What follows belongs to an exercise in optimizing a design on an open flow for small area and a short achievable clock period; a production flow would make more cautious choices.
In this exercise RTL edits were held to simulation tests only and were not proved equivalent to the original.
Power figures rest on the tool's default switching activity, not on a simulated workload.

==> job 1346 <==
==> flow/design.v (excerpt) <==
module CPU #(parameter WIDTH = 64) (
    clk,rst,write_data,overflow,
    pc,instr,mem_addr,mem_rdata,mem_wdata,mem_write
    );
==> flow/config.mk <==
export PLATFORM = sky130hd
export DESIGN_NAME = CPU
export DESIGN_NICKNAME = CPU
export VERILOG_FILES = /design/flow/design.v
export SDC_FILE = /design/flow/constraint.sdc
export NUM_CORES = 4
export LEC_CHECK = 0
export CAP_MARGIN = 20
export CORE_MARGIN = 2
export CORE_UTILIZATION = 55
export CTS_BUF_LIST = sky130_fd_sc_hd__clkbuf_8
export PLACE_DENSITY = 0.65
export SLEW_MARGIN = 20
export SYNTH_HIERARCHICAL = 1
==> flow/constraint.sdc <==
create_clock -name core_clock -period 50.0 [get_ports {clk}]
set_input_delay 10.0000 -clock core_clock [delete_from_list [all_inputs] [get_ports {clk}]]
set_output_delay 10.0000 -clock core_clock [all_outputs]
set_load 0.01 [all_outputs]
standard.sh (not shown) runs the stock make flow with config.mk's settings and CLKGATE_MAP_FILE= SYNTH_SCRIPT=/design/flow/synth_recipe.tcl, a recipe that flattens the netlist after the stock synthesis.
==> flow/flow/run.sh <==
#!/bin/bash
# Layout flow: the standard layout (standard.sh) unchanged, except that
# buffer_ports gives every input and output port a plain buf_2 instead of the
# delay buffer (clkdlybuf4s50_1) it picks by default.
# ORFS writes each step's full log under orfs/logs/; make's own output goes
# to standard.log here.
set -euo pipefail
export BUFFER_PORTS_ARGS="-buffer_cell sky130_fd_sc_hd__buf_2"
bash standard.sh > standard.log 2>&1
==> job 7812 (differences from job 1346) <==
==> flow/flow/run.sh (replaced) <==
#!/bin/bash
# Layout flow: the standard layout (standard.sh) with two changes:
#  - buffer_ports gives every input and output port a plain buf_2 instead of
#    the delay buffer (clkdlybuf4s50_1) it picks by default;
#  - clock tree synthesis builds the tree from clkbuf_4 cells and inserts no
#    dummy loads (-dont_use_dummy_load).
# ORFS writes each step's full log under orfs/logs/; make's own output goes
# to standard.log here.
set -euo pipefail
export BUFFER_PORTS_ARGS="-buffer_cell sky130_fd_sc_hd__buf_2"
export CTS_ARGS="-sink_clustering_enable -repair_clock_nets -buf_list sky130_fd_sc_hd__clkbuf_4 -dont_use_dummy_load"
bash standard.sh > standard.log 2>&1
--- a/flow/config.mk
+++ b/flow/config.mk
@@ -7,6 +7,6 @@
 export LEC_CHECK = 0
-export CAP_MARGIN = 20
+export CAP_MARGIN = 30
 export CORE_MARGIN = 2
 export CORE_UTILIZATION = 55
-export CTS_BUF_LIST = sky130_fd_sc_hd__clkbuf_8
+export CTS_BUF_LIST = sky130_fd_sc_hd__clkbuf_4
 export PLACE_DENSITY = 0.65
==> job 2344 (differences from job 1346) <==
==> flow/flow/run.sh (replaced) <==
#!/bin/bash
# Layout flow: the standard layout (standard.sh) with two changes:
#  - buffer_ports gives every input and output port a plain buf_2 instead of
#    the delay buffer (clkdlybuf4s50_1) it picks by default;
#  - clock tree synthesis runs with its usual arguments but without dummy
#    loads (-dont_use_dummy_load).
# ORFS writes each step's full log under orfs/logs/; make's own output goes
# to standard.log here.
set -euo pipefail
export BUFFER_PORTS_ARGS="-buffer_cell sky130_fd_sc_hd__buf_2"
export CTS_ARGS="-sink_clustering_enable -repair_clock_nets -buf_list sky130_fd_sc_hd__clkbuf_8 -dont_use_dummy_load"
bash standard.sh > standard.log 2>&1
--- a/flow/config.mk
+++ b/flow/config.mk
@@ -7,3 +7,3 @@
 export LEC_CHECK = 0
-export CAP_MARGIN = 20
+export CAP_MARGIN = 30
 export CORE_MARGIN = 2
==> qor summary <==
	job 1346	job 2344	job 7812
Design area	118000 um2	117000 um2	116000 um2
Setup crit end	write_data[0]	write_data[31]	write_data[0]
Max rail drop VDD	38.4 uV	35.3 uV	35.3 uV
Layout cell share with drive strength beyond 1	18.8%	19.2%	21.0%
Post-route clock skew	0.0896 ns	0.144 ns	0.159 ns
Internal cell power	3.13 mW	3.03 mW	2.92 mW
Area taken by multi-input logic gates	42100 um2	42100 um2	42100 um2
Stages on the worst setup path	25	22	25
Total placed cells including tap cells	10700	10700	10700
Vias per cell	7.92	8.05	8.01
Post-place instance area	111000 um2	112000 um2	112000 um2
Non-clock buffer share of cell area	3.20%	4.01%	3.99%
Fraction of power spent switching nets	34.7%	34.6%	35.5%
HPWL Detailed	321000 um	323000 um	323000 um
Crit path DAT	17.91 ns	17.75 ns	17.74 ns
Status	finished clean	finished clean	finished clean
Share of cell area taken by multi-input logic gates	35.8%	35.9%	36.1%
Sequential group share of total power	42.8%	44.3%	45.4%
Final Non-Filler Cells	11300	11100	11300
Fraction of the core area covered by cells at the end of the flow	60.4%	60.2%	59.8%

[re-timing with driven ports]
In the flow no input, the clock included, has a driving cell. The finished layouts below were timed again as built, in two steps. Step 1, drivers: a clkbuf_16 drives clk and a buf_2 each remaining input, both assumed. Step 2 times the ports against the registers' clock, not the clock port: input delays grow and output delays shrink by t, the midpoint of the rising clock arrivals with the driver on. a / b / c = ideal ports / drivers / drivers and shift; a / b = the first two.
run | shift t [ns] | slack for setup (ns) | worst slew at a driven data input, ns
job 1346 | 1.172 | 22.095 / 22.061 / 22.061 | 0.14
job 7812 | 1.514 | 22.264 / 22.230 / 22.230 | 0.14
job 2344 | 1.167 | 22.245 / 22.188 / 22.188 | 0.14
After both steps setup and hold are still met in every run listed. For job 2344, which loses most, drivers alone change the setup slack by -0.057 ns; drivers and shift together by -0.057 ns.
